Background: an optimization exercise with open tools, aiming at a short achievable clock period and few clock cycles per item. Do not read the settings as production practice.
In this exercise RTL edits were held to simulation tests only and were not proved equivalent to the original.
Power and IR drop assume default switching activity.

## flow/run.sh

```bash
#!/bin/bash
# The standard layout (standard.sh) with the settings in env.sh:
# environment variables, and make variables in MAKE_ARGS.
set -euo pipefail
MAKE_ARGS=()
source flow/env.sh
bash standard.sh "${MAKE_ARGS[@]}" finish > standard.log 2>&1
```

## flow/env.sh

```bash
export SETUP_SLACK_MARGIN=7
# Port buffers: a strong buffer instead of the smallest one.
export BUFFER_PORTS_ARGS="-buffer_cell sky130_fd_sc_hd__buf_8"
# Leave adders to ABC (no fixed full/half-adder cells in the carry paths).
export ADDER_MAP_FILE=
# Make variables: the platform's don't-use cells plus slow cells ABC tends to
# chain (high-stack OR/NOR and complex AOI/OAI, majority, adder, 3-input XOR).
MAKE_ARGS=("DONT_USE_CELLS= sky130_fd_sc_hd__probe_p_8 sky130_fd_sc_hd__probec_p_8 sky130_fd_sc_hd__lpflow_bleeder_1 sky130_fd_sc_hd__lpflow_clkbufkapwr_1 sky130_fd_sc_hd__lpflow_clkbufkapwr_16 sky130_fd_sc_hd__lpflow_clkbufkapwr_2 sky130_fd_sc_hd__lpflow_clkbufkapwr_4 sky130_fd_sc_hd__lpflow_clkbufkapwr_8 sky130_fd_sc_hd__lpflow_clkinvkapwr_1 sky130_fd_sc_hd__lpflow_clkinvkapwr_16 sky130_fd_sc_hd__lpflow_clkinvkapwr_2 sky130_fd_sc_hd__lpflow_clkinvkapwr_4 sky130_fd_sc_hd__lpflow_clkinvkapwr_8 sky130_fd_sc_hd__lpflow_decapkapwr_12 sky130_fd_sc_hd__lpflow_decapkapwr_3 sky130_fd_sc_hd__lpflow_decapkapwr_4 sky130_fd_sc_hd__lpflow_decapkapwr_6 sky130_fd_sc_hd__lpflow_decapkapwr_8 sky130_fd_sc_hd__lpflow_inputiso0n_1 sky130_fd_sc_hd__lpflow_inputiso0p_1 sky130_fd_sc_hd__lpflow_inputiso1n_1 sky130_fd_sc_hd__lpflow_inputiso1p_1 sky130_fd_sc_hd__lpflow_inputisolatch_1 sky130_fd_sc_hd__lpflow_isobufsrc_1 sky130_fd_sc_hd__lpflow_isobufsrc_16 sky130_fd_sc_hd__lpflow_isobufsrc_2 sky130_fd_sc_hd__lpflow_isobufsrc_4 sky130_fd_sc_hd__lpflow_isobufsrc_8 sky130_fd_sc_hd__lpflow_isobufsrckapwr_16 sky130_fd_sc_hd__lpflow_lsbuf_lh_hl_isowell_tap_1 sky130_fd_sc_hd__lpflow_lsbuf_lh_hl_isowell_tap_2 sky130_fd_sc_hd__lpflow_lsbuf_lh_hl_isowell_tap_4 sky130_fd_sc_hd__lpflow_lsbuf_lh_isowell_4 sky130_fd_sc_hd__lpflow_lsbuf_lh_isowell_tap_1 sky130_fd_sc_hd__lpflow_lsbuf_lh_isowell_tap_2 sky130_fd_sc_hd__lpflow_lsbuf_lh_isowell_tap_4  sky130_fd_sc_hd__or3_* sky130_fd_sc_hd__or3b_* sky130_fd_sc_hd__or4_* sky130_fd_sc_hd__or4b_* sky130_fd_sc_hd__or4bb_* sky130_fd_sc_hd__nor3_* sky130_fd_sc_hd__nor3b_* sky130_fd_sc_hd__nor4_* sky130_fd_sc_hd__nor4b_* sky130_fd_sc_hd__nor4bb_* sky130_fd_sc_hd__o41a_* sky130_fd_sc_hd__o41ai_* sky130_fd_sc_hd__o311a_* sky130_fd_sc_hd__o311ai_* sky130_fd_sc_hd__a2111o_* sky130_fd_sc_hd__a2111oi_* sky130_fd_sc_hd__o32a_* sky130_fd_sc_hd__o32ai_* sky130_fd_sc_hd__maj3_* sky130_fd_sc_hd__fa_* sky130_fd_sc_hd__ha_* sky130_fd_sc_hd__xnor3_* sky130_fd_sc_hd__xor3_* sky130_fd_sc_hd__mux4_* sky130_fd_sc_hd__a211o_* sky130_fd_sc_hd__a211oi_* sky130_fd_sc_hd__o211a_* sky130_fd_sc_hd__o211ai_* sky130_fd_sc_hd__a311o_* sky130_fd_sc_hd__a311oi_* sky130_fd_sc_hd__o31a_* sky130_fd_sc_hd__o31ai_* sky130_fd_sc_hd__a31o_* sky130_fd_sc_hd__a31oi_* sky130_fd_sc_hd__a41o_* sky130_fd_sc_hd__a41oi_* sky130_fd_sc_hd__a32o_* sky130_fd_sc_hd__a32oi_* sky130_fd_sc_hd__o2111a_* sky130_fd_sc_hd__o2111ai_* sky130_fd_sc_hd__a222oi_*")
```

## standard.sh

```bash
#!/bin/bash
# synth_recipe.tcl (not shown) runs the flow's synth.tcl, then flattens the netlist and writes it again
# the make line also repeats each setting of config.mk as NAME=value (left out here)
make -C /OpenROAD-flow-scripts/flow DESIGN_CONFIG=/design/flow/config.mk WORK_HOME=/design/flow/orfs CLKGATE_MAP_FILE= SYNTH_SCRIPT=/design/flow/synth_recipe.tcl "${@:-finish}"
```

## config.mk

```make
export PLATFORM = sky130hd
export DESIGN_NAME = rv32_pipe_cpu
export DESIGN_NICKNAME = rv32_pipe_cpu
export VERILOG_FILES = /design/flow/design.v
export SDC_FILE = /design/flow/constraint.sdc
export NUM_CORES = 8
export LEC_CHECK = 0
export ABC_CLOCK_PERIOD_IN_PS = 2500
export CAP_MARGIN = 20
export CORE_MARGIN = 2
export CORE_UTILIZATION = 55
export CTS_CLUSTER_DIAMETER = 80
export CTS_CLUSTER_SIZE = 20
export GPL_TIMING_DRIVEN = 1
export SLEW_MARGIN = 20
```

## constraint.sdc

```tcl
create_clock -name core_clock -period 10.0 [get_ports {clk}]
set_input_delay 2.0000 -clock core_clock [delete_from_list [all_inputs] [get_ports {clk}]]
set_output_delay 2.0000 -clock core_clock [all_outputs]
set_load 0.01 [all_outputs]
```

## design.v

```verilog
module rv32_pipe_cpu(
    input clk,
    input rst_n,
    output [31:0] imem_addr,
    input  [31:0] imem_rdata,
    output [31:0] dmem_addr,
    output [31:0] dmem_wdata,
    output        dmem_we,
    input  [31:0] dmem_rdata,
    output        debug_wb_have_inst,
    output [31:0] debug_wb_pc,
    output        debug_wb_ena,
    output [4:0]  debug_wb_reg,
    output [31:0] debug_wb_value
);
    localparam OP_R    = 7'b0110011;
    localparam OP_I    = 7'b0010011;
    localparam OP_LW   = 7'b0000011;
    localparam OP_SW   = 7'b0100011;
    localparam OP_BR   = 7'b1100011;
    localparam OP_JAL  = 7'b1101111;
    localparam OP_JALR = 7'b1100111;
    localparam OP_LUI  = 7'b0110111;
    reg  [31:0] pc;
    reg  [31:0] fetch_addr;          
    reg         id_valid;
    reg  [31:0] id_pc;
    reg  [31:0] id_inst;
    reg  [31:0] id_rs1_oh;           
    reg  [31:0] id_rs2_oh;
    reg         id_pred;             
    reg         ex_valid;
    reg  [31:0] ex_pc;
    reg  [31:0] ex_pc4;
    reg  [4:0]  ex_rd;
    reg         ex_rf_we;
    reg         ex_is_load;
    reg         ex_is_store;
    reg         ex_is_branch;
    reg         ex_is_jal;
    reg         ex_is_addi;
    reg         ex_is_jalr;
    reg         ex_jal_far;          
    reg         ex_br_lt;            
    reg         ex_br_inv;           
    reg         ex_m_always;         
    reg         ex_m_true;           
    reg         ex_m_false;          
    reg         ex_jr_chk;           
    reg         ex_sub;
    reg         ex_sra;
    reg  [7:0]  ex_rsel;             
    reg  [31:0] ex_a;                
    reg  [31:0] ex_b;                
    reg  [31:0] ex_sd;               
    reg  [31:0] ex_target;           
    reg         ex_redir_t;          
    reg         ex_m_late;           
    reg  [31:0] ex_pnpc;             
    reg         mem_valid;
    reg  [31:0] mem_pc;
    reg  [4:0]  mem_rd;
    reg         mem_rf_we;
    reg         mem_is_load;
    reg         mem_is_store;
    reg  [31:0] mem_alu;
    reg  [31:0] mem_sd;
    reg         mem_btb_upd;         
    reg         mem_btb_ins;         
    reg         mem_is_branch;
    reg  [31:0] mem_npc;             
    reg  [31:0] mem_jr_tgt;          
    reg         mem_is_jalr;
    reg         mem_jr_redirect;     
    reg         mem_we;              
    reg  [31:0] mem_addr_q;          
    reg         wb_valid;
    reg  [31:0] wb_pc;
    reg  [4:0]  wb_rd;
    reg         wb_rf_we;
    reg  [31:0] wb_val;
    reg         dbg_have;
    reg         dbg_ena;
    reg  [4:0]  dbg_reg;
    reg  [31:0] dbg_val;
    reg  [31:0] rf [1:31];
    reg  [7:0]  btb_v;
    reg  [9:0]  btb_tag [0:7];
    reg  [9:0]  btb_tgt [0:7];
    reg  [1:0]  btb_ctr [0:7];
    reg  [2:0]  btb_ptr;             
    function [31:0] ks_add;
        input [31:0] a;
        input [31:0] b;
        input        cin;
        reg   [31:0] g, p, gn, pn;
        integer      i, d;
        begin
            g = a & b;
            p = a ^ b;
            g[0] = g[0] | (p[0] & cin);
            for (d = 1; d < 32; d = d * 2) begin
                gn = g;
                pn = p;
                for (i = d; i < 32; i = i + 1) begin
                    gn[i] = g[i] | (p[i] & g[i-d]);
                    pn[i] = p[i] & p[i-d];
                end
                g = gn;
                p = pn;
            end
            ks_add = (a ^ b) ^ {g[30:0], cin};
        end
    endfunction
    function [31:0] inc4;
        input [31:0] x;
        reg   [31:0] c, cn;
        integer      i, d;
        begin
            c = x;
            for (d = 1; d < 32; d = d * 2) begin
                cn = c;
                for (i = 2 + d; i < 32; i = i + 1)
                    cn[i] = c[i] & c[i-d];
                c = cn;
            end
            inc4 = {x[31:3] ^ c[30:2], ~x[2], x[1:0]};
        end
    endfunction
    function lt32;
        input [31:0] a;
        input [31:0] b;
        reg   [31:0] l, e;
        reg   [31:0] a2, b2;
        integer      i, w;
        begin
            a2 = {~a[31], a[30:0]};      
            b2 = {~b[31], b[30:0]};
            l = ~a2 & b2;
            e = ~(a2 ^ b2);
            for (w = 1; w < 32; w = w * 2) begin
                for (i = 0; i < 32; i = i + 2 * w) begin
                    l[i] = l[i + w] | (e[i + w] & l[i]);
                    e[i] = e[i + w] & e[i];
                end
            end
            lt32 = l[0];
        end
    endfunction
    reg         f_pred;
    reg  [9:0]  f_tgt;
    integer j;
    always @(*) begin
        f_pred = 1'b0;
        f_tgt  = 10'd0;
        for (j = 0; j < 8; j = j + 1) begin
            if (btb_v[j] && btb_tag[j] == pc[11:2] && btb_ctr[j][1]) begin
                f_pred = 1'b1;
                f_tgt  = f_tgt | btb_tgt[j];
            end
        end
    end
    wire [31:0] f_pc4     = inc4(pc);
    wire [31:0] f_npc     = f_pred ? {pc[31:12], f_tgt, 2'b00} : f_pc4;
    assign imem_addr = fetch_addr;
    wire [31:0] f_rs1_oh = 32'd1 << imem_rdata[19:15];
    wire [31:0] f_rs2_oh = 32'd1 << imem_rdata[24:20];
    wire [6:0]  d_op  = id_inst[6:0];
    wire [4:0]  d_rd  = id_inst[11:7];
    wire [2:0]  d_f3  = id_inst[14:12];
    wire [4:0]  d_rs1 = id_inst[19:15];
    wire [4:0]  d_rs2 = id_inst[24:20];
    wire d_r    = (d_op == OP_R);
    wire d_i    = (d_op == OP_I);
    wire d_lw   = (d_op == OP_LW);
    wire d_sw   = (d_op == OP_SW);
    wire d_br   = (d_op == OP_BR);
    wire d_jal  = (d_op == OP_JAL);
    wire d_jalr = (d_op == OP_JALR);
    wire d_lui  = (d_op == OP_LUI);
    wire d_use1 = d_r | d_i | d_lw | d_sw | d_br | d_jalr;
    wire d_use2 = d_r | d_sw | d_br;
    wire d_wr   = (d_r | d_i | d_lw | d_jal | d_jalr | d_lui) && (d_rd != 5'd0);
    wire [31:0] d_immI = {{20{id_inst[31]}}, id_inst[31:20]};
    wire [31:0] d_immS = {{20{id_inst[31]}}, id_inst[31:25], id_inst[11:7]};
    wire [31:0] d_immB = {{20{id_inst[31]}}, id_inst[7], id_inst[30:25], id_inst[11:8], 1'b0};
    wire [31:0] d_immJ = {{12{id_inst[31]}}, id_inst[19:12], id_inst[20], id_inst[30:21], 1'b0};
    wire [31:0] d_immU = {id_inst[31:12], 12'h000};
    wire [31:0] d_imm = d_sw  ? d_immS :
                        d_lui ? d_immU : d_immI;
    wire [31:0] d_pc4    = inc4(id_pc);
    wire [31:0] d_tgt_j  = ks_add(id_pc, d_immJ, 1'b0);
    wire [31:0] d_tgt_b  = ks_add(id_pc, d_immB, 1'b0);
    wire [31:0] d_target = d_jal ? d_tgt_j : d_tgt_b;
    wire        d_jal_far = d_jal && (d_immJ != 32'd4);
    reg  [31:0] d_rf1, d_rf2;
    integer k;
    always @(*) begin
        d_rf1 = 32'd0;
        d_rf2 = 32'd0;
        for (k = 1; k < 32; k = k + 1) begin
            d_rf1 = d_rf1 | ({32{id_rs1_oh[k]}} & rf[k]);
            d_rf2 = d_rf2 | ({32{id_rs2_oh[k]}} & rf[k]);
        end
    end
    wire d_e1 = ex_valid  && ex_rf_we  && (ex_rd  == d_rs1);
    wire d_e2 = ex_valid  && ex_rf_we  && (ex_rd  == d_rs2);
    wire d_m1 = mem_valid && mem_rf_we && (mem_rd == d_rs1);
    wire d_m2 = mem_valid && mem_rf_we && (mem_rd == d_rs2);
    wire d_w1 = wb_valid  && wb_rf_we  && (wb_rd  == d_rs1);
    wire d_w2 = wb_valid  && wb_rf_we  && (wb_rd  == d_rs2);
    wire d_stall = id_valid && ex_valid && ex_is_load &&
                   ((d_use1 && d_e1) || (d_use2 && d_e2));
    wire x_addi_zero = ((ex_a ^ ex_b) == {ex_a[30:0] | ex_b[30:0], 1'b0});
    wire d_fused     = d_br && (d_f3[2:1] == 2'b00) && (d_rs2 == 5'd0) &&
                       ex_valid && ex_is_addi && ex_rf_we && (ex_rd == d_rs1);
    wire d_fz_taken  = d_f3[0] ^ x_addi_zero;
    wire d_redir_seq = d_fused && !d_fz_taken;       
    wire d_br_redirect = id_valid && !d_stall &&
                       (d_fused ? (d_fz_taken != id_pred)
                                : (!id_pred && (d_jal_far || (d_br && id_inst[31]))));
    wire        d_jr_fuse = d_jalr && ex_valid && ex_is_jal && ex_rf_we && (ex_rd == d_rs1);
    wire [31:0] d_jr_tgt  = ks_add(ex_pc4, d_immI, 1'b0);
    wire        d_jr_redirect = id_valid && d_jr_fuse && !id_pred;
    wire        d_redirect    = d_br_redirect || d_jr_redirect;
    wire d_alu  = d_r | d_i;
    wire d_add  = (d_alu && d_f3 == 3'b000) | d_lw | d_sw;
    wire d_sub  = d_r && d_f3 == 3'b000 && id_inst[30];
    wire [7:0] d_rsel = {
        d_jal | d_jalr,                       
        d_lui,                                
        d_alu && d_f3 == 3'b101,              
        d_alu && d_f3 == 3'b001,              
        d_alu && d_f3 == 3'b100,              
        d_alu && d_f3 == 3'b110,              
        d_alu && d_f3 == 3'b111,              
        d_add                                 
    };
    wire d_use_imm = d_i | d_lw | d_sw | d_jalr | d_lui;
    wire [31:0] d_timm  = d_jal ? d_immJ : d_immB;
    wire [31:0] d_cs_x  = id_pc ^ d_timm ^ pc;
    wire [31:0] d_cs_c  = (id_pc & d_timm) | ((id_pc | d_timm) & ~pc);
    wire        d_pc_is_tgt = (d_cs_x == {d_cs_c[30:0], 1'b0});
    wire d_p_seq = d_redirect ?  d_redir_seq : !id_pred;
    wire d_p_tgt = d_redirect ? !d_redir_seq : d_pc_is_tgt;
    wire [31:0] x_a = ex_a;
    wire [31:0] x_b = ex_b;
    wire [31:0] x_sum = ks_add(x_a, x_b, ex_sub);
    wire [31:0] x_sll = x_a << x_b[4:0];
    wire [31:0] x_sr  = $signed({ex_sra & x_a[31], x_a}) >>> x_b[4:0];
    wire [31:0] x_res = ({32{ex_rsel[0]}} & x_sum)
                      | ({32{ex_rsel[1]}} & (x_a & x_b))
                      | ({32{ex_rsel[2]}} & (x_a | x_b))
                      | ({32{ex_rsel[3]}} & (x_a ^ x_b))
                      | ({32{ex_rsel[4]}} & x_sll)
                      | ({32{ex_rsel[5]}} & x_sr)
                      | ({32{ex_rsel[6]}} & x_b)
                      | ({32{ex_rsel[7]}} & ex_pc4);
    wire x_eq = (x_a == x_b);
    wire x_lt = lt32(x_a, x_b);
    wire x_cond = (ex_br_lt ? x_lt : x_eq) ^ ex_br_inv;
    wire x_taken = (ex_is_branch && x_cond) || ex_is_jal;
    wire [31:0] x_cs_x = x_a ^ x_b ^ ex_pnpc;
    wire [31:0] x_cs_c = (x_a & x_b) | ((x_a | x_b) & ~ex_pnpc);
    wire x_jalr_ok = (x_cs_x == {x_cs_c[30:0], 1'b0});
    wire x_mispredict = ex_m_always || (x_cond ? ex_m_true : ex_m_false);
    wire x_jr_wrong   = (ex_jr_chk && !x_jalr_ok) || ex_m_late;
    wire [31:0] x_npc = x_taken ? ex_target : ex_pc4;
    assign dmem_addr  = mem_addr_q;
    assign dmem_wdata = mem_sd;
    assign dmem_we    = mem_we;
    wire [31:0] m_val = mem_is_load ? dmem_rdata : mem_alu;
    wire [31:0] d_v1 = d_e1 ? x_res : d_m1 ? m_val : d_w1 ? wb_val : d_rf1;
    wire [31:0] d_v2 = d_e2 ? x_res : d_m2 ? m_val : d_w2 ? wb_val : d_rf2;
    assign debug_wb_have_inst = dbg_have;
    assign debug_wb_pc        = wb_pc;
    assign debug_wb_ena       = dbg_ena;
    assign debug_wb_reg       = dbg_reg;
    assign debug_wb_value     = dbg_val;
    wire [31:0] pc_id = d_stall       ? pc :
                        d_jr_redirect ? d_jr_tgt :
                        d_br_redirect ? (d_redir_seq ? d_pc4 : d_target) : f_npc;
    wire [31:0] pc_n = mem_jr_redirect ? (mem_is_jalr ? mem_jr_tgt : mem_npc) :
                       x_mispredict    ? (ex_redir_t ? ex_target : ex_pc4) : pc_id;
    always @(posedge clk or negedge rst_n) begin
        if (!rst_n)  pc <= 32'hffff_fffc;
        else         pc <= pc_n;
    end
    always @(posedge clk) begin
        fetch_addr <= rst_n ? pc_n : 32'hffff_fffc;
    end
    always @(posedge clk or negedge rst_n) begin
        if (!rst_n)                           id_valid <= 1'b0;
        else if (mem_jr_redirect || x_mispredict || x_jr_wrong || d_redirect)
                                              id_valid <= 1'b0;
        else if (!d_stall)                    id_valid <= 1'b1;
    end
    always @(posedge clk) begin
        if (!d_stall) begin
            id_pc      <= pc;
            id_inst    <= imem_rdata;
            id_rs1_oh  <= f_rs1_oh;
            id_rs2_oh  <= f_rs2_oh;
            id_pred    <= f_pred;
        end
    end
    always @(posedge clk or negedge rst_n) begin
        if (!rst_n)                          ex_valid <= 1'b0;
        else if (x_mispredict || x_jr_wrong || d_stall)
                                             ex_valid <= 1'b0;
        else                                 ex_valid <= id_valid;
    end
    wire d_to_ex = rst_n && id_valid && !(x_mispredict || x_jr_wrong || d_stall);
    always @(posedge clk) begin
        ex_m_always  <= d_to_ex && !d_br && !d_jalr && (d_jal ? !d_p_tgt : !d_p_seq);
        ex_m_true    <= d_to_ex && d_br && !d_p_tgt && d_p_seq;
        ex_m_false   <= d_to_ex && d_br && !d_p_seq && d_p_tgt;
        ex_m_late    <= d_to_ex && d_br && !d_p_seq && !d_p_tgt;
        ex_jr_chk    <= d_to_ex && d_jalr;
    end
    always @(posedge clk) begin
        ex_pc        <= id_pc;
        ex_pc4       <= d_pc4;
        ex_rd        <= d_rd;
        ex_rf_we     <= d_wr;
        ex_is_load   <= d_lw;
        ex_is_store  <= d_sw;
        ex_is_branch <= d_br;
        ex_is_jal    <= d_jal;
        ex_is_addi   <= d_i && (d_f3 == 3'b000);
        ex_is_jalr   <= d_jalr;
        ex_jal_far   <= d_jal_far;
        ex_br_lt     <= d_f3[2];
        ex_br_inv    <= d_f3[0];
        ex_sub       <= d_sub;
        ex_sra       <= id_inst[30];
        ex_rsel      <= d_rsel;
        ex_a         <= d_v1;
        ex_b         <= d_use_imm ? d_imm : d_sub ? ~d_v2 : d_v2;
        ex_sd        <= d_v2;
        ex_target    <= d_target;
        ex_redir_t   <= d_jal || (d_br && !(d_redirect ? !d_redir_seq : id_pred));
        ex_pnpc      <= d_jr_redirect ? d_jr_tgt : pc;
    end
    always @(posedge clk or negedge rst_n) begin
        if (!rst_n) begin
            mem_valid       <= 1'b0;
            mem_jr_redirect <= 1'b0;
            mem_alu         <= 32'd0;
        end else begin
            mem_valid       <= ex_valid;
            mem_jr_redirect <= x_jr_wrong;
            mem_alu         <= x_res;
        end
    end
    always @(posedge clk) begin
        mem_we     <= rst_n && ex_valid && ex_is_store;
        mem_addr_q <= x_res;
    end
    always @(posedge clk) begin
        mem_pc        <= ex_pc;
        mem_rd        <= ex_rd;
        mem_rf_we     <= ex_rf_we;
        mem_is_load   <= ex_is_load;
        mem_is_store  <= ex_is_store;
        mem_sd        <= ex_sd;
        mem_btb_upd   <= ex_is_branch | ex_is_jal | ex_is_jalr;
        mem_btb_ins   <= (ex_is_branch && x_cond) || ex_jal_far || ex_is_jalr;
        mem_is_branch <= ex_is_branch;
        mem_npc       <= x_npc;
        mem_jr_tgt    <= x_sum;
        mem_is_jalr   <= ex_is_jalr;
    end
    always @(posedge clk or negedge rst_n) begin
        if (!rst_n) begin
            wb_valid <= 1'b0;
            wb_rd    <= 5'd0;
            wb_rf_we <= 1'b0;
            wb_val   <= 32'd0;
        end else begin
            wb_valid <= mem_valid;
            wb_rd    <= mem_rd;
            wb_rf_we <= mem_rf_we;
            wb_val   <= m_val;
        end
    end
    always @(posedge clk) begin
        wb_pc    <= mem_pc;
        dbg_have <= rst_n && mem_valid;
        dbg_ena  <= mem_rf_we;
        dbg_reg  <= mem_rd;
        dbg_val  <= m_val;
    end
    genvar gi;
    generate
        for (gi = 1; gi < 32; gi = gi + 1) begin : g_rf
            always @(posedge clk or negedge rst_n) begin
                if (!rst_n)
                    rf[gi] <= 32'd0;
                else if (wb_valid && wb_rf_we && (wb_rd == gi))
                    rf[gi] <= wb_val;
            end
        end
    endgenerate
    reg        m_hit;
    reg  [2:0] m_hidx;
    integer    q;
    always @(*) begin
        m_hit  = 1'b0;
        m_hidx = 3'd0;
        for (q = 0; q < 8; q = q + 1) begin
            if (btb_v[q] && btb_tag[q] == mem_pc[11:2]) begin
                m_hit  = 1'b1;
                m_hidx = q;
            end
        end
    end
    wire m_btb_ins = mem_valid && mem_btb_upd && mem_btb_ins;
    wire m_btb_dec = mem_valid && mem_btb_upd && !mem_btb_ins && mem_is_branch && m_hit;
    wire [2:0] m_widx = m_hit ? m_hidx : btb_ptr;
    always @(posedge clk or negedge rst_n) begin
        if (!rst_n)                      btb_ptr <= 3'd0;
        else if (m_btb_ins && !m_hit)    btb_ptr <= btb_ptr + 3'd1;
    end
    generate
        for (gi = 0; gi < 8; gi = gi + 1) begin : g_btb
            always @(posedge clk or negedge rst_n) begin
                if (!rst_n)
                    btb_v[gi] <= 1'b0;
                else if (m_btb_ins && m_widx == gi)
                    btb_v[gi] <= 1'b1;
            end
            always @(posedge clk) begin
                if (m_btb_ins && m_widx == gi) begin
                    btb_tag[gi] <= mem_pc[11:2];
                    btb_tgt[gi] <= mem_is_jalr ? mem_jr_tgt[11:2] : mem_npc[11:2];
                    btb_ctr[gi] <= (m_hit && btb_ctr[gi] != 2'b11) ? btb_ctr[gi] + 2'd1 : 2'b11;
                end else if (m_btb_dec && m_widx == gi) begin
                    btb_ctr[gi] <= (btb_ctr[gi] == 2'b00) ? 2'b00 : btb_ctr[gi] - 2'd1;
                end
            end
        end
    endgenerate
endmodule
```

==> results of run 1 <==
-- layer usage --
| layer | GRT usage [%] | vias up | part of all wire, % |
|---|---|---|---|
| li1 | - | 35700 | - |
| met4 | 44.7 | 32 | 11 |
| met2 | 71.8 | 8598 | 40 |
| met1 | 62.5 | 44400 | 34 |
| met5 | 0.291 | - | 0.060 |
| met3 | 18.9 | 2881 | 14 |
-- synth_stat cells (82+ instances only) --
library cell,instances,share of area (%)
mux2_2,1116,13
dfrtp_1,1080,27
a22oi_1,1029,7.8
nand2_1,661,2.5
nor2_1,644,2.5
clkbuf_1,574,2.2
dfxtp_1,526,11
xnor2_1,435,3.9
o21ai_0,407,2.1
nand4_1,352,2.2
a21oi_1,333,1.7
edfxtp_1,303,9.2
mux2i_1,275,2.8
nand3_1,265,1.3
inv_1,163,0.62
buf_1,131,0.50
xor2_1,125,1.1
and3_1,115,0.73
and2_1,82,0.52
buf_2,82,0.42
-- cells by family after synthesis --
group	after synthesis	share of synthesized area [%]
AO/OA/AOI/OAI	2171	15.0
XOR/XNOR	570	5.14
buffers and inverters	973	3.88
flip-flops	1939	48.1
multiplexers	1391	15.5
AND/OR/NAND/NOR	2459	12.3
-- per-stage QoR --
stage / worst slack, ps / hold slack [ps] / power, W / utilization [%] / cells
floorplan: 6930 / 310 / 0.0116 / - / 9503
global placement: 4830 / 311 / 0.0136 / 58.2 / 11500
detailed placement: 4720 / 312 / 0.0136 / 58.3 / 11500
CTS: 6580 / 317 / 0.0199 / 65.7 / 12200
global route: 6510 / 332 / 0.0211 / 67.9 / 12400
finish: 6510 / 328 / 0.0206 / 68.0 / 12400
-- power by group --
part / switching [W] / leakage, nW / internal, W
Combinational: 0.00324 / 27.3 / 0.00257
Sequential: 0.000848 / 22.8 / 0.00868
Clock: 0.00294 / 1.79 / 0.00238
Total: 0.00703 / 51.9 / 0.0136
-- repair_timing --
action                     in CTS  in global routing
gates resized for setup      1292                520
hold endpoints to repair        0                  0
cloned                         45                  9
pin swaps                     223                204
setup endpoints to repair    1565               1324
hold buffers                    0                  0
setup buffers                 436                182
-- layout make-up --
cell class,count,area [µm²],share of cell area [%]
Antenna cell,18,45.0,0.0372
Multi-Input combinational cell,6595,52500,43.3
Clock buffer,175,3350,2.77
Tap cell,2355,2950,2.43
Timing Repair inverter,3,22.5,0.0186
Sequential cell,1939,48000,39.6
Clock inverter,32,363,0.300
Inverter,169,731,0.603
Timing Repair Buffer,1124,13200,10.9
-- critical path, cell delays in order (launching register included) --
cell	delay, ps
dfxtp_2	450
buf_12	230
xnor2_4	170
nor2_1	100
nand4_1	140
nand4b_1	270
a22o_1	340
buf_6	150
o21ai_4	160
nand2_2	100
mux2i_2	170
a221o_2	490
o21a_1	260
o221a_4	290
-- path summary, 6_finish.rpt --
check | endpoint | slack (ps) | cells after the start
worst min-delay path | mem_pc[6]$_DFF_P_ | 330 | 0
max in group asynchronous | rf[27][2]$_DFFE_PN0P_ | 7170 | 3
worst max register to register | ex_b[29]$_DFF_P_ | 6510 | 13
worst max-delay path | ex_b[29]$_DFF_P_ | 6510 | 13
min in group asynchronous | mem_alu[4]$_DFF_PN0_ | 1150 | 1
worst min register to register | mem_pc[6]$_DFF_P_ | 330 | 0
==> metrics.md, run 1 <==
| Metric | Value |
|---|---|
| Total global routing track utilization | 51.5% |
| DR iter-0 viols | 17000 |
| Asr flop ratio synth | 57.2% |
| WL/cell | 39.3 µm |
| Max FFs per register | 992 |
| Kind of critical path | reg -> reg |
| Yosys cell types | 61 |
| Worst path arrival time | 4160 ps |
| Max Clock Freq | 287 MHz |
| Full die area | 0.183 mm² |
| Post-Syn Area | 0.0986 mm² |
| Filler Cells Inserted | 13400 |
| DR vias | 91600 |
| RR Startpoint | ex_b[4]$_DFF_P_ |
| # DRC | 0 |
| Fin area | 0.121 mm² |
| Outcome | no timing/DRC/antenna violations |
| Synthesis warning total | 5 |
| Vias/cell | 7.38 |
| Avg Inst Size Synth | 10.4 µm² |
| Setup TNS | 0 ps |
| Tmin final | 3490 ps |
| Vias in the first global route | 85200 |
| Power density over the cells | 170 mW/mm² |
| Largest Register | rf |
| # rows | 155 |
| Clock Skew | 77.8 ps |
| Max-slew violations | 0 |
| Max-cap viol count | 0 |
| Placed Area | 0.104 mm² |
| Worst slew margin | 8.35% |
| Setup crit start kind | flip-flop |
| Final hold vios | 0 |
| Post-synth EDFFs | 303 |
| Detail Route Antenna Nets | 0 |
| CTS sink cnt | 1939 |
| Core Box Area | 0.178 mm² |
| PortBufs | 233 |
| Hold_sp | ex_pc[6]$_DFF_P_ |
| Syn_nets | 9569 |
| Latest clock arrival within the worst-skew pair | 860 ps |
| CTS root buf | clkbuf_16 |
| Critical path required time | 10670 ps |
| Commonest non-fill, non-tap cells in the layout | 1073 x dfrtp_1, 1065 x mux2_2, 1017 x a22oi_1 |
| Routability cong. | 1.03 |
| Clk buf depth | 3 |
| Lkg Pwr | 51.9 nW |
| CTS tree | yes |
| First-pass GRT wire length | 661 mm |
| Clock-pin slew on the worst setup and hold paths | 90 ps |
| FF+latch count, synth | 1939 |
| WL final | 487 mm |
| Crit. End Element | flip-flop |
| Proportion of layout cells with a drive suffix above 1 | 34.9% |
| GRT Residual Overflow | 0 |
| Syn-to-layout area delta | 22.9% |
| Post-DP HPWL | 289 mm |
| Commonest non-fill, non-tap cell in the layout | dfrtp_1 |
| RSZ-0062 raised after global routing | yes |
| Largest net degree at the start of global routing | 155 |
| Post-Synthesis Cells | 9503 |
| I/O pin count | 234 |
| Final period util | 34.9% |
| Hold crit path type | reg -> reg |
| Top flop regs | rf (992), btb_tag (80), btb_tgt (80) |
| Worst setup path startpoint | ex_b[4]$_DFF_P_ |
| Maximum vdd drop | 0.173 mV |
| Main synth FF type | dfrtp_1 |
| Worst Path Max Fanout | 14 |
| TritonRoute pass-1 iters | 7 |
| Worst-Margin Slew | 1340 ps |
| CTS buffer count | 120 |
| Sequential-to-total area share from yosys stat | 48.1% |
| Final setup vio count | 0 |
| Die height | 427 µm |
| Initial antenna violation count | 38 |
| H-tree depth | 3 |
| Horiz. Die Dim | 427 µm |
| Initial Utilization | 55.3% |
| Nets | 10000 |
Testbench counts, summed over its fixed seeds: cycles 28,528, instrs 26,430.
==> inputs of run 2 (changes only) <==
--- a/design.v
+++ b/design.v
@@ -41,12 +41,7 @@
     reg         ex_is_addi;
     reg         ex_is_jalr;
     reg         ex_jal_far;          
-    reg         ex_br_lt;            
-    reg         ex_br_inv;           
-    reg         ex_m_always;         
-    reg         ex_m_true;           
-    reg         ex_m_false;          
-    reg         ex_jr_chk;           
+    reg  [2:0]  ex_funct3;
     reg         ex_sub;
     reg         ex_sra;
     reg  [7:0]  ex_rsel;             
@@ -54,8 +49,8 @@
     reg  [31:0] ex_b;                
     reg  [31:0] ex_sd;               
     reg  [31:0] ex_target;           
-    reg         ex_redir_t;          
-    reg         ex_m_late;           
+    reg         ex_p_seq;            
+    reg         ex_p_tgt;            
     reg  [31:0] ex_pnpc;             
     reg         mem_valid;
     reg  [31:0] mem_pc;
@@ -69,8 +64,6 @@
     reg         mem_btb_ins;         
     reg         mem_is_branch;
     reg  [31:0] mem_npc;             
-    reg  [31:0] mem_jr_tgt;          
-    reg         mem_is_jalr;
     reg         mem_jr_redirect;     
     reg         mem_we;              
     reg  [31:0] mem_addr_q;          
@@ -127,26 +120,6 @@
             inc4 = {x[31:3] ^ c[30:2], ~x[2], x[1:0]};
         end
     endfunction
-    function lt32;
-        input [31:0] a;
-        input [31:0] b;
-        reg   [31:0] l, e;
-        reg   [31:0] a2, b2;
-        integer      i, w;
-        begin
-            a2 = {~a[31], a[30:0]};      
-            b2 = {~b[31], b[30:0]};
-            l = ~a2 & b2;
-            e = ~(a2 ^ b2);
-            for (w = 1; w < 32; w = w * 2) begin
-                for (i = 0; i < 32; i = i + 2 * w) begin
-                    l[i] = l[i + w] | (e[i + w] & l[i]);
-                    e[i] = e[i + w] & e[i];
-                end
-            end
-            lt32 = l[0];
-        end
-    endfunction
     reg         f_pred;
     reg  [9:0]  f_tgt;
     integer j;
@@ -219,10 +192,6 @@
     wire d_br_redirect = id_valid && !d_stall &&
                        (d_fused ? (d_fz_taken != id_pred)
                                 : (!id_pred && (d_jal_far || (d_br && id_inst[31]))));
-    wire        d_jr_fuse = d_jalr && ex_valid && ex_is_jal && ex_rf_we && (ex_rd == d_rs1);
-    wire [31:0] d_jr_tgt  = ks_add(ex_pc4, d_immI, 1'b0);
-    wire        d_jr_redirect = id_valid && d_jr_fuse && !id_pred;
-    wire        d_redirect    = d_br_redirect || d_jr_redirect;
     wire d_alu  = d_r | d_i;
     wire d_add  = (d_alu && d_f3 == 3'b000) | d_lw | d_sw;
     wire d_sub  = d_r && d_f3 == 3'b000 && id_inst[30];
@@ -241,6 +210,10 @@
     wire [31:0] d_cs_x  = id_pc ^ d_timm ^ pc;
     wire [31:0] d_cs_c  = (id_pc & d_timm) | ((id_pc | d_timm) & ~pc);
     wire        d_pc_is_tgt = (d_cs_x == {d_cs_c[30:0], 1'b0});
+    wire        d_jr_fuse = d_jalr && ex_valid && ex_is_jal && ex_rf_we && (ex_rd == d_rs1);
+    wire [31:0] d_jr_tgt  = ks_add(ex_pc4, d_immI, 1'b0);
+    wire        d_jr_redirect = id_valid && d_jr_fuse && !id_pred;
+    wire        d_redirect    = d_br_redirect || d_jr_redirect;
     wire d_p_seq = d_redirect ?  d_redir_seq : !id_pred;
     wire d_p_tgt = d_redirect ? !d_redir_seq : d_pc_is_tgt;
     wire [31:0] x_a = ex_a;
@@ -257,14 +230,24 @@
                       | ({32{ex_rsel[6]}} & x_b)
                       | ({32{ex_rsel[7]}} & ex_pc4);
     wire x_eq = (x_a == x_b);
-    wire x_lt = lt32(x_a, x_b);
-    wire x_cond = (ex_br_lt ? x_lt : x_eq) ^ ex_br_inv;
+    wire x_lt = ($signed(x_a) < $signed(x_b));
+    reg  x_cond;
+    always @(*) begin
+        case (ex_funct3)
+            3'b000:  x_cond = x_eq;
+            3'b001:  x_cond = !x_eq;
+            3'b100:  x_cond = x_lt;
+            3'b101:  x_cond = !x_lt;
+            default: x_cond = 1'b0;
+        endcase
+    end
     wire x_taken = (ex_is_branch && x_cond) || ex_is_jal;
     wire [31:0] x_cs_x = x_a ^ x_b ^ ex_pnpc;
     wire [31:0] x_cs_c = (x_a & x_b) | ((x_a | x_b) & ~ex_pnpc);
     wire x_jalr_ok = (x_cs_x == {x_cs_c[30:0], 1'b0});
-    wire x_mispredict = ex_m_always || (x_cond ? ex_m_true : ex_m_false);
-    wire x_jr_wrong   = (ex_jr_chk && !x_jalr_ok) || ex_m_late;
+    wire x_ok = x_taken ? ex_p_tgt : ex_p_seq;
+    wire x_mispredict = ex_valid && !ex_is_jalr && !x_ok;
+    wire x_jr_wrong   = ex_valid &&  ex_is_jalr && !x_jalr_ok;
     wire [31:0] x_npc = x_taken ? ex_target : ex_pc4;
     assign dmem_addr  = mem_addr_q;
     assign dmem_wdata = mem_sd;
@@ -277,11 +260,11 @@
     assign debug_wb_ena       = dbg_ena;
     assign debug_wb_reg       = dbg_reg;
     assign debug_wb_value     = dbg_val;
-    wire [31:0] pc_id = d_stall       ? pc :
+    wire [31:0] pc_id = d_stall    ? pc :
                         d_jr_redirect ? d_jr_tgt :
                         d_br_redirect ? (d_redir_seq ? d_pc4 : d_target) : f_npc;
-    wire [31:0] pc_n = mem_jr_redirect ? (mem_is_jalr ? mem_jr_tgt : mem_npc) :
-                       x_mispredict    ? (ex_redir_t ? ex_target : ex_pc4) : pc_id;
+    wire [31:0] pc_n = mem_jr_redirect ? mem_npc :
+                       x_mispredict    ? x_npc   : pc_id;
     always @(posedge clk or negedge rst_n) begin
         if (!rst_n)  pc <= 32'hffff_fffc;
         else         pc <= pc_n;
@@ -310,14 +293,6 @@
                                              ex_valid <= 1'b0;
         else                                 ex_valid <= id_valid;
     end
-    wire d_to_ex = rst_n && id_valid && !(x_mispredict || x_jr_wrong || d_stall);
-    always @(posedge clk) begin
-        ex_m_always  <= d_to_ex && !d_br && !d_jalr && (d_jal ? !d_p_tgt : !d_p_seq);
-        ex_m_true    <= d_to_ex && d_br && !d_p_tgt && d_p_seq;
-        ex_m_false   <= d_to_ex && d_br && !d_p_seq && d_p_tgt;
-        ex_m_late    <= d_to_ex && d_br && !d_p_seq && !d_p_tgt;
-        ex_jr_chk    <= d_to_ex && d_jalr;
-    end
     always @(posedge clk) begin
         ex_pc        <= id_pc;
         ex_pc4       <= d_pc4;
@@ -330,8 +305,7 @@
         ex_is_addi   <= d_i && (d_f3 == 3'b000);
         ex_is_jalr   <= d_jalr;
         ex_jal_far   <= d_jal_far;
-        ex_br_lt     <= d_f3[2];
-        ex_br_inv    <= d_f3[0];
+        ex_funct3    <= d_f3;
         ex_sub       <= d_sub;
         ex_sra       <= id_inst[30];
         ex_rsel      <= d_rsel;
@@ -339,7 +313,8 @@
         ex_b         <= d_use_imm ? d_imm : d_sub ? ~d_v2 : d_v2;
         ex_sd        <= d_v2;
         ex_target    <= d_target;
-        ex_redir_t   <= d_jal || (d_br && !(d_redirect ? !d_redir_seq : id_pred));
+        ex_p_seq     <= d_p_seq;
+        ex_p_tgt     <= d_p_tgt;
         ex_pnpc      <= d_jr_redirect ? d_jr_tgt : pc;
     end
     always @(posedge clk or negedge rst_n) begin
@@ -367,9 +342,7 @@
         mem_btb_upd   <= ex_is_branch | ex_is_jal | ex_is_jalr;
         mem_btb_ins   <= (ex_is_branch && x_cond) || ex_jal_far || ex_is_jalr;
         mem_is_branch <= ex_is_branch;
-        mem_npc       <= x_npc;
-        mem_jr_tgt    <= x_sum;
-        mem_is_jalr   <= ex_is_jalr;
+        mem_npc       <= ex_is_jalr ? x_sum : x_npc;
     end
     always @(posedge clk or negedge rst_n) begin
         if (!rst_n) begin
@@ -415,6 +388,9 @@
             end
         end
     end
+    wire [1:0] m_ctr = btb_ctr[m_hidx];
+    wire [1:0] m_inc = (m_ctr == 2'b11) ? 2'b11 : m_ctr + 2'd1;
+    wire [1:0] m_dec = (m_ctr == 2'b00) ? 2'b00 : m_ctr - 2'd1;
     wire m_btb_ins = mem_valid && mem_btb_upd && mem_btb_ins;
     wire m_btb_dec = mem_valid && mem_btb_upd && !mem_btb_ins && mem_is_branch && m_hit;
     wire [2:0] m_widx = m_hit ? m_hidx : btb_ptr;
@@ -433,10 +409,10 @@
             always @(posedge clk) begin
                 if (m_btb_ins && m_widx == gi) begin
                     btb_tag[gi] <= mem_pc[11:2];
-                    btb_tgt[gi] <= mem_is_jalr ? mem_jr_tgt[11:2] : mem_npc[11:2];
-                    btb_ctr[gi] <= (m_hit && btb_ctr[gi] != 2'b11) ? btb_ctr[gi] + 2'd1 : 2'b11;
+                    btb_tgt[gi] <= mem_npc[11:2];
+                    btb_ctr[gi] <= m_hit ? m_inc : 2'b11;
                 end else if (m_btb_dec && m_widx == gi) begin
-                    btb_ctr[gi] <= (btb_ctr[gi] == 2'b00) ? 2'b00 : btb_ctr[gi] - 2'd1;
+                    btb_ctr[gi] <= m_dec;
                 end
             end
         end
==> flow/env.sh (replaced) <==
export SETUP_SLACK_MARGIN=7
# Port buffers: a strong buffer instead of the smallest one.
export BUFFER_PORTS_ARGS="-buffer_cell sky130_fd_sc_hd__buf_8"
# Leave adders to ABC (no fixed full/half-adder cells in the carry paths).
export ADDER_MAP_FILE=
# Make variables: the platform's don't-use cells plus slow cells ABC tends to
# chain (high-stack OR/NOR, majority, adder and 3-input XOR cells).
MAKE_ARGS=("DONT_USE_CELLS= sky130_fd_sc_hd__probe_p_8 sky130_fd_sc_hd__probec_p_8 sky130_fd_sc_hd__lpflow_bleeder_1 sky130_fd_sc_hd__lpflow_clkbufkapwr_1 sky130_fd_sc_hd__lpflow_clkbufkapwr_16 sky130_fd_sc_hd__lpflow_clkbufkapwr_2 sky130_fd_sc_hd__lpflow_clkbufkapwr_4 sky130_fd_sc_hd__lpflow_clkbufkapwr_8 sky130_fd_sc_hd__lpflow_clkinvkapwr_1 sky130_fd_sc_hd__lpflow_clkinvkapwr_16 sky130_fd_sc_hd__lpflow_clkinvkapwr_2 sky130_fd_sc_hd__lpflow_clkinvkapwr_4 sky130_fd_sc_hd__lpflow_clkinvkapwr_8 sky130_fd_sc_hd__lpflow_decapkapwr_12 sky130_fd_sc_hd__lpflow_decapkapwr_3 sky130_fd_sc_hd__lpflow_decapkapwr_4 sky130_fd_sc_hd__lpflow_decapkapwr_6 sky130_fd_sc_hd__lpflow_decapkapwr_8 sky130_fd_sc_hd__lpflow_inputiso0n_1 sky130_fd_sc_hd__lpflow_inputiso0p_1 sky130_fd_sc_hd__lpflow_inputiso1n_1 sky130_fd_sc_hd__lpflow_inputiso1p_1 sky130_fd_sc_hd__lpflow_inputisolatch_1 sky130_fd_sc_hd__lpflow_isobufsrc_1 sky130_fd_sc_hd__lpflow_isobufsrc_16 sky130_fd_sc_hd__lpflow_isobufsrc_2 sky130_fd_sc_hd__lpflow_isobufsrc_4 sky130_fd_sc_hd__lpflow_isobufsrc_8 sky130_fd_sc_hd__lpflow_isobufsrckapwr_16 sky130_fd_sc_hd__lpflow_lsbuf_lh_hl_isowell_tap_1 sky130_fd_sc_hd__lpflow_lsbuf_lh_hl_isowell_tap_2 sky130_fd_sc_hd__lpflow_lsbuf_lh_hl_isowell_tap_4 sky130_fd_sc_hd__lpflow_lsbuf_lh_isowell_4 sky130_fd_sc_hd__lpflow_lsbuf_lh_isowell_tap_1 sky130_fd_sc_hd__lpflow_lsbuf_lh_isowell_tap_2 sky130_fd_sc_hd__lpflow_lsbuf_lh_isowell_tap_4  sky130_fd_sc_hd__or3_* sky130_fd_sc_hd__or3b_* sky130_fd_sc_hd__or4_* sky130_fd_sc_hd__or4b_* sky130_fd_sc_hd__or4bb_* sky130_fd_sc_hd__nor3_* sky130_fd_sc_hd__nor3b_* sky130_fd_sc_hd__nor4_* sky130_fd_sc_hd__nor4b_* sky130_fd_sc_hd__nor4bb_* sky130_fd_sc_hd__o41a_* sky130_fd_sc_hd__o41ai_* sky130_fd_sc_hd__o311a_* sky130_fd_sc_hd__o311ai_* sky130_fd_sc_hd__a2111o_* sky130_fd_sc_hd__a2111oi_* sky130_fd_sc_hd__o32a_* sky130_fd_sc_hd__o32ai_* sky130_fd_sc_hd__maj3_* sky130_fd_sc_hd__fa_* sky130_fd_sc_hd__ha_* sky130_fd_sc_hd__xnor3_* sky130_fd_sc_hd__xor3_* sky130_fd_sc_hd__mux4_*")
==> metrics.md, run 2 <==
| Metric | Value |
|---|---|
| Asr flop ratio synth | 58.3% (was 57.2%) |
| Hold crit path type | reg -> reg (unchanged) |
| Nets | 9764 (was 10000) |
| Placed Area | 0.102 mm² (was 0.104 mm²) |
| Clock-pin slew on the worst setup and hold paths | 90 ps (about the same) |
| Initial Utilization | 55.5% (was 55.3%) |
| Worst-Margin Slew | 1330 ps (was 1340 ps) |
| Synthesis warning total | 5 (unchanged) |
| Synth Area in Adders | 0% (unchanged) |
| Kind of critical path | reg -> reg (unchanged) |
| Commonest non-fill, non-tap cells in the layout | 1077 x dfrtp_1, 1022 x mux2_2, 714 x buf_4 (was 1073 x dfrtp_1, 1065 x mux2_2, 1017 x a22oi_1) |
| Final core occ | 70.1% (was 68.0%) |
| Post-Syn Area | 0.0967 mm² (was 0.0986 mm²) |
| Vias in the first global route | 86500 (was 85200) |
| Vias/cell | 7.67 (was 7.38) |
| Largest net degree at the start of global routing | 161 (was 155) |
| Area leader, netlist | dfrtp_1 (unchanged) |
| First-pass GRT wire length | 674 mm (was 661 mm) |
| CTS buffer count | 120 (unchanged) |
| Die height | 423 µm (was 427 µm) |
| Fin area | 0.122 mm² (was 0.121 mm²) |
| Latest clock arrival within the worst-skew pair | 850 ps (was 860 ps) |
| Worst Path Max Fanout | 9 (was 14) |
| Detail Route Antenna Nets | 0 (unchanged) |
| DR iter-0 viols | 17900 (was 17000) |
| Setup TNS | 0 ps (unchanged) |
| RSZ-0062 raised after global routing | yes (unchanged) |
| Top-count cell post-synth | dfrtp_1 (was mux2_2) |
| CP cell instances | buf_4, xnor2_4, nand3_1, o221a_2, a211oi_4, nand3_4, o21ai_4, buf_6, nand3_4, a211oi_4, buf_12, buf_12, nand2_2, and3_4, a221o_1, a32oi_1 (was buf_12, xnor2_4, nor2_1, nand4_1, nand4b_1, a22o_1, buf_6, o21ai_4, nand2_2, mux2i_2, a221o_2, o21a_1, o221a_4) |
| CTS root buf | clkbuf_16 (unchanged) |
| Final hold vios | 0 (unchanged) |
| Post-DP HPWL | 290 mm (was 289 mm) |
| Power density over the cells | 175 mW/mm² (was 170 mW/mm²) |
| Core Box Area | 0.174 mm² (was 0.178 mm²) |
| Post-Synthesis Cells | 9086 (was 9503) |
| Slowest stage cell, crit path | dfxtp_4 (was a221o_2) |
| Yosys cell types | 86 (was 61) |
| Main synth FF type | dfrtp_1 (unchanged) |
| Buf/Inv on CP | 4 (was 2) |
| Worst slew margin | 10.5% (was 8.35%) |
| Top cell type's share of synthesized area | 27.9% (was 27.4%) |
| Depth of the most critical reg-to-reg path | 16 (was 13) |
| Register-to-register setup slack | 6410 ps (was 6510 ps) |
| Proportion of layout cells with a drive suffix above 1 | 38.6% (was 34.9%) |
| Compound-Gate Fraction of Synth Area | 18.4% (was 15.0%) |
| RR Startpoint | ex_b[15]$_DFF_P_ (was ex_b[4]$_DFF_P_) |
| GRT Residual Overflow | 0 (unchanged) |
| FF+latch count, synth | 1904 (was 1939) |
| Initial antenna violation count | 32 (was 38) |
| Outcome | no timing/DRC/antenna violations (unchanged) |
| Post-placement cell count | 11000 (was 11500) |
| DP Worst Slack | 4620 ps (was 4720 ps) |
| Syn-to-layout area delta | 26.3% (was 22.9%) |
| H-tree depth | 3 (unchanged) |
| Tmin final | 3590 ps (was 3490 ps) |
| Worst path arrival time | 4310 ps (was 4160 ps) |
| R2r endpoint | fetch_addr[30]$_SDFF_PN1_ (was ex_b[29]$_DFF_P_) |
| Final setup vio count | 0 (unchanged) |
| Post-synthesis xor/xnor area fraction | 5.20% (was 5.14%) |
| Hold_sp | ex_pc[8]$_DFF_P_ (was ex_pc[6]$_DFF_P_) |
| PnR worst setup slack | 6410 ps (was 6510 ps) |
| Total global routing track utilization | 53.1% (was 51.5%) |
| WL/cell | 41.1 µm (was 39.3 µm) |
| Sequential-to-total area share from yosys stat | 48.3% (was 48.1%) |
| Max-cap viol count | 0 (unchanged) |
| Critical path required time | 10720 ps (was 10670 ps) |
| Clk buf depth | 3 (unchanged) |
| Main combinational cell family by area after synthesis | compound AO/OA/AOI/OAI gates (was multiplexers) |
| Post-synthesis mux area share | 14.1% (was 15.5%) |
| Post-CTS Hold Buffers | 0 (unchanged) |
| I/O pin count | 234 (unchanged) |
| Commonest non-fill, non-tap cell in the layout | dfrtp_1 (unchanged) |
| Worst Hold Endpoint | mem_pc[8]$_DFF_P_ (was mem_pc[6]$_DFF_P_) |
| DR vias | 93200 (was 91600) |
| TritonRoute pass-1 iters | 13 (was 7) |
| Clock Skew | 55.2 ps (was 77.8 ps) |
| Setup crit start kind | flip-flop (unchanged) |
| Post-synth EDFFs | 303 (unchanged) |
| Synth cell count leaders | 1080 x dfrtp_1, 1052 x mux2_2, 571 x nand2_1 (was 1116 x mux2_2, 1080 x dfrtp_1, 1029 x a22oi_1) |
| Hold depth | 0 (unchanged) |
| Max-slew violations | 0 (unchanged) |
| # rows | 153 (was 155) |
| CP delay by family, top | compound AO/OA/AOI/OAI gates (unchanged) |
| WL final | 500 mm (was 487 mm) |
| Fraction of the mapped netlist area in simple logic gates | 10.0% (was 12.3%) |
| Synth area leaders | dfrtp_1 28%, mux2_2 12%, dfxtp_1 10%, edfxtp_1 9.4%, a221oi_1 4.0% (was dfrtp_1 27%, mux2_2 13%, dfxtp_1 11%, edfxtp_1 9.2%, a22oi_1 7.8%) |
| Top flop regs | rf (992), btb_tag (80), btb_tgt (80) (unchanged) |
| CTS tree | yes (unchanged) |
| Largest Register | rf (unchanged) |
| Crit. End Element | flip-flop (unchanged) |
| Maximum vdd drop | 0.213 mV (was 0.173 mV) |
| PortBufs | 233 (unchanged) |
| Final period util | 35.9% (was 34.9%) |
| Horiz. Die Dim | 423 µm (was 427 µm) |
| Full die area | 0.179 mm² (was 0.183 mm²) |
| Routability cong. | 1.05 (was 1.03) |
| CTS sink cnt | 1904 (was 1939) |
| Avg Inst Size Synth | 10.6 µm² (was 10.4 µm²) |
| Max FFs per register | 992 (unchanged) |
| Syn_nets | 9152 (was 9569) |
| Lkg Pwr | 52.1 nW (was 51.9 nW) |
| Final Non-Filler Cells | 12200 (was 12400) |
| # DRC | 0 (unchanged) |
| Max Clock Freq | 279 MHz (was 287 MHz) |
| Largest stage delay, worst path | 410 ps (was 490 ps) |
-- run 2: cell count changes after synthesis, moves of 89 or more --
cell	change
a22oi_1	-872
a22o_1	+388
a221oi_1	+367
nand4_1	-135
nand3_1	-99
mux2i_1	-95
nand2_1	-90
nor2_1	-89
-- run 2: repair_timing --
action / CTS / global route
cloned: 49 / 8
pin swaps: 225 / 294
setup buffers: 577 / 228
resized for setup: 1318 / 687
endpoints found under the setup margin: 1188 / 893
-- run 2: power by group --
| group | switching, W | leakage, nW | internal (W) | total, W |
|---|---|---|---|---|
| logic | 0.00348 | 27.6 | 0.00264 | 0.00613 |
| registers | 0.00115 | 22.6 | 0.00866 | 0.00980 |
| clock network | 0.00299 | 1.88 | 0.00248 | 0.00547 |
| total | 0.00762 | 52.1 | 0.0138 | 0.0214 |
-- run 2: worst max-delay path by stage --
stage	endpoint	slack, ps	start	cells after the start
after CTS	fetch_addr[16]$_SDFF_PN1_	6560	ex_b[0]$_DFF_P_	15
after floorplan	btb_ctr[1][1]$_DFFE_PP_	6960	mem_pc[7]$_DFF_P_	13
after global placement	pc[24]$_DFF_PN1_	4780	ex_a[22]$_DFF_P_	13
after global routing	fetch_addr[27]$_SDFF_PN1_	6300	id_inst[21]$_DFFE_PN_	18
final	fetch_addr[30]$_SDFF_PN1_	6410	ex_b[15]$_DFF_P_	16
after detailed placement	ex_b[11]$_DFF_P_	4620	ex_b[2]$_DFF_P_	13
-- run 2: final cells by class --
type | count | area (µm²)
diodes | 26 | 65.1
clock buffers | 193 | 3430
clock inverters | 35 | 478
fillers | 12600 | 52200
inverters | 175 | 796
multi-input cells | 6210 | 52800
flip-flops and latches | 1904 | 47300
well taps | 2325 | 2910
repair buffers | 1276 | 14300
repair inverters | 11 | 81.3
-- run 2: worst register-to-register path: cells and delay by family (launching register included) --
kind	cells	cell delay, ps
buffers and inverters	4	680
and+or+nand+nor	5	570
DFF	1	410
xor gates and xnor gates	1	260
AOI/OAI and AO/OA	6	1540
-- run 2: metal layers --
metal  part of all wire (%)  vias up  track usage [%]  wire (µm)
met1                     32    45100             61.8     160000
met4                     12       36             47.4      60500
met3                     15     3457             21.1      75800
met2                     41     9217             75.4     203000
met5                  0.095        -            0.753        475
li1                       -    35300                -          -
-- run 2: metrics by stage --
stage	hold slack, ps	power (W)
global route	315	0.0218
detailed placement	312	0.0140
finish	308	0.0214
CTS	315	0.0205
floorplan	309	0.0120
global placement	310	0.0140
-- run 2: kinds of logic after synthesis --
group | after synthesis
xor+xnor | 570
mux | 1232
buf+inv | 974
flops | 1904
simple gates | 1981
compound gates | 2425
Testbench counts of run 2, summed over its fixed seeds: cycles 28,528, instrs 26,430.

==> static timing again, ports no longer ideal <==
The flow's constraints put no driver on any port. The routed layouts listed below were extracted and timed again, unchanged, in two steps. Step 1 (the two cells are an assumption about what drives the block):
set clk [get_ports {clk}]
set_driving_cell -lib_cell sky130_fd_sc_hd__clkbuf_16 $clk
set_driving_cell -lib_cell sky130_fd_sc_hd__buf_2 [delete_from_list [all_inputs] $clk]
Step 2 adds t to the input delays and takes it off the output delays; t is the mean of the earliest and latest rising clock arrival at the registers after step 1. Input paths then give back, and output paths get back, about the clock's delay inside the block. a / b / c = no drivers / after step 1 / after step 2; a / b = the first two.
| run | shift t [ns] | setup WS [ns] | hold slack, ns | clock arrival spread, ns |
|---|---|---|---|---|
| run 1 | 0.914 | 6.510 / 6.510 / 5.854 | 0.328 / 0.328 / 0.328 | 0.079 / 0.078 |
| run 2 | 0.914 | 6.410 / 6.410 / 5.735 | 0.308 / 0.308 / 0.308 | 0.056 / 0.056 |
After both steps setup and hold are still met in every run listed. For run 2, which loses most, drivers alone change the setup slack by 0.000 ns; drivers and shift together by -0.675 ns.
